From an optimization exercise on the open Yosys and OpenROAD flow, aimed at small area; shortcuts taken in it are not production practice.
In this exercise RTL edits were held to simulation tests only and were not proved equivalent to the original.
Power is estimated from default activity; no workload was simulated.

old:
Design flappybird_top, start of the top module:
module flappybird_top (
    input        ClkPort,
    input        BtnC,
    input        BtnL,
    input        BtnU,
    output       Hsync,
    output       Vsync,
    output [3:0] vgaRed,
    output [3:0] vgaGreen,
    output [3:0] vgaBlue
);
    function automatic ge10(input [9:0] x, input [9:0] k);
        integer i;
        reg r;
        begin
            r = 1'b1;
            for (i = 0; i < 10; i = i + 1)
                r = k[i] ? (x[i] & r) : (x[i] | r);
            ge10 = r;
        end
    endfunction
    function automatic [11:0] inc12(input [11:0] a);
        integer i;
        reg c;
        begin
            c = 1'b1;
            for (i = 0; i < 12; i = i + 1) begin
                inc12[i] = a[i] ^ c;
                c = a[i] & c;
            end
        end
    endfunction
    function automatic [9:0] sub10(input [9:0] a, input [9:0] b);
        integer i;
        reg br;
        begin
            br = 1'b0;
            for (i = 0; i < 10; i = i + 1) begin
                sub10[i] = a[i] ^ b[i] ^ br;
                br = (~a[i] & b[i]) | (~(a[i] ^ b[i]) & br);
            end
        end
    endfunction
    function automatic [9:0] add10(input [9:0] a, input [9:0] b, input c);
        integer i;
        reg cy;
        begin
            cy = c;
            for (i = 0; i < 10; i = i + 1) begin
  ...
Size: about 910 cells after synthesis, roughly 51 flip-flops, about 5600 µm² of cells after synthesis.
clock: 10.0 ns
lec_check: 0
cap_margin: 10
core_margin: 2
core_utilization: 30
gpl_timing_driven: 0
place_density: 0.4
slew_margin: 10
standard.sh (not shown) runs the stock make flow with config.mk's settings and CLKGATE_MAP_FILE= SYNTH_SCRIPT=/design/flow/synth_recipe.tcl, a recipe that flattens the netlist after the stock synthesis.
==> flow/flow/run.sh <==
#!/bin/bash
# Own layout flow: the standard flow (standard.sh) with three changes that
# only cut cell area:
#  - synthesis maps the logic with an area-oriented ABC script (flow/area.abc)
#    and without Yosys's full-adder extraction; the registers are mapped before
#    either step, so they are the standard synthesis's (checked below, falling
#    back to the standard netlist if they are not);
#  - ports are buffered with buf_1 instead of a delay buffer;
#  - CTS adds no dummy loads and builds the tree from clkbuf_4/clkbuf_8.
# Each step's full output goes to a log file in this folder.
set -euo pipefail
W=$PWD
R=orfs/results/sky130hd/flappybird_top/base
mkdir -p own

# 1. the standard synthesis, kept for reference
bash standard.sh synth > 1_synth_standard.log 2>&1
cp $R/1_2_yosys.v own/standard_1_2_yosys.v

# 2. own synthesis: synth.tcl with the ABC script swapped and no extract_fa
sed -e 's#^\( *\)log_cmd abc {\*}\$abc_args#\1lset abc_args 1 '"$W"'/flow/area.abc\n&#' \
    -e 's#^\( *\)extract_fa {\*}\[dont_use_extract_fa_args\]#\1\# extract_fa left out#' \
    "$FLOW_HOME/scripts/synth.tcl" > own/synth.tcl
grep -q "flow/area.abc" own/synth.tcl
grep -q "extract_fa left out" own/synth.tcl
sed -e 's#\$::env(SCRIPTS_DIR)/synth.tcl#'"$W"'/own/synth.tcl#' synth_recipe.tcl > own/synth_recipe.tcl
grep -q "own/synth.tcl" own/synth_recipe.tcl
rm -f $R/1_2_yosys.v $R/1_synth.odb $R/1_synth.sdc
if bash standard.sh "SYNTH_SCRIPT=$W/own/synth_recipe.tcl" synth > 1_synth_own.log 2>&1 &&
   python3 flow/regs.py own/standard_1_2_yosys.v $R/1_2_yosys.v > regs.log 2>&1; then
  echo "own synthesis used" >> regs.log
else
  echo "own synthesis not used: back to the standard netlist" >> regs.log
  rm -f $R/1_synth.odb $R/1_synth.sdc
  cp own/standard_1_2_yosys.v $R/1_2_yosys.v
  touch $R/1_2_yosys.v
  bash standard.sh synth > 1_synth_fallback.log 2>&1
fi

# 3. floorplan to final layout
bash standard.sh \
  "BUFFER_PORTS_ARGS=-buffer_cell sky130_fd_sc_hd__buf_1" \
  "CTS_ARGS=-sink_clustering_enable -repair_clock_nets -dont_use_dummy_load -buf_list {sky130_fd_sc_hd__clkbuf_4 sky130_fd_sc_hd__clkbuf_8}" \
  finish > 2_finish.log 2>&1
test -s out/final.def
==> flow/flow/area.abc <==
strash
dc2
balance; resub -K 6; rewrite; resub -K 6 -N 2; refactor; resub -K 8; balance; resub -K 8 -N 2; rewrite; resub -K 10; rewrite -z; resub -K 10 -N 2; balance; resub -K 12; refactor -z; resub -K 12 -N 2; rewrite -z; balance
dch -f
amap -F 20 -A 30
topo
Other scripts of this flow, unchanged in this note and not shown: flow/flow/regs.py
old ran to completion and came out clean on the timing, DRC and antenna checks.
Input-level comparison between new and old:
- SLEW_MARGIN now 20, was 10
- CAP_MARGIN now 20, was 10
diff --git a/flow/flow/run.sh b/flow/flow/run.sh
--- a/flow/flow/run.sh
+++ b/flow/flow/run.sh
@@ -9 +9 @@
-#  - CTS adds no dummy loads and builds the tree from clkbuf_4/clkbuf_8.
+#  - CTS adds no dummy loads.
@@ -43 +43 @@
-  "CTS_ARGS=-sink_clustering_enable -repair_clock_nets -dont_use_dummy_load -buf_list {sky130_fd_sc_hd__clkbuf_4 sky130_fd_sc_hd__clkbuf_8}" \
+  "CTS_ARGS=-sink_clustering_enable -repair_clock_nets -dont_use_dummy_load" \
diff --git a/flow/flow/area.abc b/flow/flow/area.abc
--- a/flow/flow/area.abc
+++ b/flow/flow/area.abc
@@ -4,2 +4,2 @@
-dch -f
-amap -F 20 -A 30
+dch
+amap
## What came out
- new: flow completed, timing, DRC and antenna clean
- Sort old and new by worst path setup slack after routing, ascending, and old comes first.
- Looking at last weighted congestion value of the routability-driven placer, new sits 0.81% higher than old does.
- Between old and new, the final standard cell area without fillers is higher for new.
- Between new and old, the sequential power figures differ only marginally.
- Going from old to new, number of setup violations in the final report roughly the same; worst slew slack as a fraction of its limit higher; power higher; standard cell core area higher.
- When the final numbers for old and new were put side by side, the maximum frequency turned out to be smaller in old.

* * *

flappybird_top, a different RTL version from the one above (not shown whole).
For scale: about 870 cells after synthesis, roughly 18 I/O pins.
Settings: LEC_CHECK=0, CAP_MARGIN=10, CORE_MARGIN=2, CORE_UTILIZATION=35, GPL_TIMING_DRIVEN=0, PLACE_DENSITY=0.5, SETUP_SLACK_MARGIN=0.3, SLEW_MARGIN=10; clock period 10.0 ns.
==> flow/flow/run.sh <==
#!/bin/bash
# Own layout flow: the standard flow (standard.sh) with three changes that
# only cut cell area:
#  - synthesis maps the logic with an area-oriented ABC script (flow/area.abc)
#    and without Yosys's full-adder extraction; the registers are mapped before
#    either step, so they are the standard synthesis's (checked below, falling
#    back to the standard netlist if they are not);
#  - ports are buffered with buf_1 instead of a delay buffer;
#  - CTS adds no dummy loads and builds the tree from clkbuf_4/clkbuf_8.
# Each step's full output goes to a log file in this folder.
set -euo pipefail
W=$PWD
R=orfs/results/sky130hd/flappybird_top/base
mkdir -p own

# 1. the standard synthesis, kept for reference
bash standard.sh synth > 1_synth_standard.log 2>&1
cp $R/1_2_yosys.v own/standard_1_2_yosys.v

# 2. own synthesis: synth.tcl with the ABC script swapped and no extract_fa
sed -e 's#^\( *\)log_cmd abc {\*}\$abc_args#\1lset abc_args 1 '"$W"'/flow/area.abc\n&#' \
    -e 's#^\( *\)extract_fa {\*}\[dont_use_extract_fa_args\]#\1\# extract_fa left out#' \
    "$FLOW_HOME/scripts/synth.tcl" > own/synth.tcl
grep -q "flow/area.abc" own/synth.tcl
grep -q "extract_fa left out" own/synth.tcl
sed -e 's#\$::env(SCRIPTS_DIR)/synth.tcl#'"$W"'/own/synth.tcl#' synth_recipe.tcl > own/synth_recipe.tcl
grep -q "own/synth.tcl" own/synth_recipe.tcl
rm -f $R/1_2_yosys.v $R/1_synth.odb $R/1_synth.sdc
if bash standard.sh "SYNTH_SCRIPT=$W/own/synth_recipe.tcl" synth > 1_synth_own.log 2>&1 &&
   python3 flow/regs.py own/standard_1_2_yosys.v $R/1_2_yosys.v > regs.log 2>&1; then
  echo "own synthesis used" >> regs.log
else
  echo "own synthesis not used: back to the standard netlist" >> regs.log
  rm -f $R/1_synth.odb $R/1_synth.sdc
  cp own/standard_1_2_yosys.v $R/1_2_yosys.v
  touch $R/1_2_yosys.v
  bash standard.sh synth > 1_synth_fallback.log 2>&1
fi

# 3. floorplan to final layout
bash standard.sh \
  "BUFFER_PORTS_ARGS=-buffer_cell sky130_fd_sc_hd__buf_1" \
  "CTS_ARGS=-sink_clustering_enable -repair_clock_nets -dont_use_dummy_load -buf_list {sky130_fd_sc_hd__clkbuf_4 sky130_fd_sc_hd__clkbuf_8}" \
  finish > 2_finish.log 2>&1
test -s out/final.def
Other scripts of this flow, unchanged in this note and not shown: flow/flow/area.abc, flow/flow/regs.py
The first run completed without violations.
==> next run, changes <==
--- a/flow/flow/run.sh
+++ b/flow/flow/run.sh
@@ -9 +9 @@
-#  - CTS adds no dummy loads and builds the tree from clkbuf_4/clkbuf_8.
+#  - CTS adds no dummy loads and builds the tree from clkbuf_8 with clusters of up to 30 sinks.
@@ -43 +43 @@
-  "CTS_ARGS=-sink_clustering_enable -repair_clock_nets -dont_use_dummy_load -buf_list {sky130_fd_sc_hd__clkbuf_4 sky130_fd_sc_hd__clkbuf_8}" \
+  "CTS_ARGS=-sink_clustering_enable -sink_clustering_size 30 -repair_clock_nets -dont_use_dummy_load -buf_list {sky130_fd_sc_hd__clkbuf_8}" \
CORE_UTILIZATION = 30   (was 35)
PLACE_DENSITY = 0.4   (was 0.5)
SETUP_SLACK_MARGIN = 0.5   (was 0.3)
What happened: Clock power barely changes. Via count came out higher by 1.5%. Wire length came out higher by 5.6%. Worst setup slack improves by 0.11 ns.
==> next run, changes <==
--- a/flow/flow/run.sh
+++ b/flow/flow/run.sh
@@ -9 +9 @@
-#  - CTS adds no dummy loads and builds the tree from clkbuf_8 with clusters of up to 30 sinks.
+#  - CTS adds no dummy loads and builds the tree from clkbuf_4/clkbuf_8.
@@ -43 +43 @@
-  "CTS_ARGS=-sink_clustering_enable -sink_clustering_size 30 -repair_clock_nets -dont_use_dummy_load -buf_list {sky130_fd_sc_hd__clkbuf_8}" \
+  "CTS_ARGS=-sink_clustering_enable -repair_clock_nets -dont_use_dummy_load -buf_list {sky130_fd_sc_hd__clkbuf_4 sky130_fd_sc_hd__clkbuf_8}" \
SETUP_SLACK_MARGIN = 0.3   (was 0.5)
The changed run finished with timing, DRC and antenna clean.
Cell area is about the same.
Sequential cell count does not change.
Final cell count does not change.

[port drivers added, routing unchanged]
The flow's constraints put no driver on any port. The routed layouts listed below were extracted and timed again, unchanged, in two steps. Step 1 assumes that a clkbuf_16 drives the clock port and a buf_2 every other input. Step 2 also shifts input and output timing later by t, the mid clock arrival at the registers, as if the neighbouring blocks saw the same clock. a / b / c = ideal / step 1 / step 2; a / b = the first two.
run	t, ns	setup slack, ns	latest minus earliest clock arrival (ns)	slew at the worst register clock pin (ns)
old	0.347	0.334 / 0.299 / 0.646	0.022 / 0.022	0.10 / 0.10
new	0.349	0.416 / 0.371 / 0.720	0.014 / 0.014	0.08 / 0.08
the first run of note 2	0.338	0.532 / 0.502 / 0.840	0.013 / 0.013	0.09 / 0.09
the second run of note 2	0.341	0.638 / 0.604 / 0.945	0.011 / 0.012	0.09 / 0.09
the third run of note 2	0.340	0.290 / 0.257 / 0.596	0.014 / 0.013	0.09 / 0.09
After both steps setup and hold are still met in every run listed.
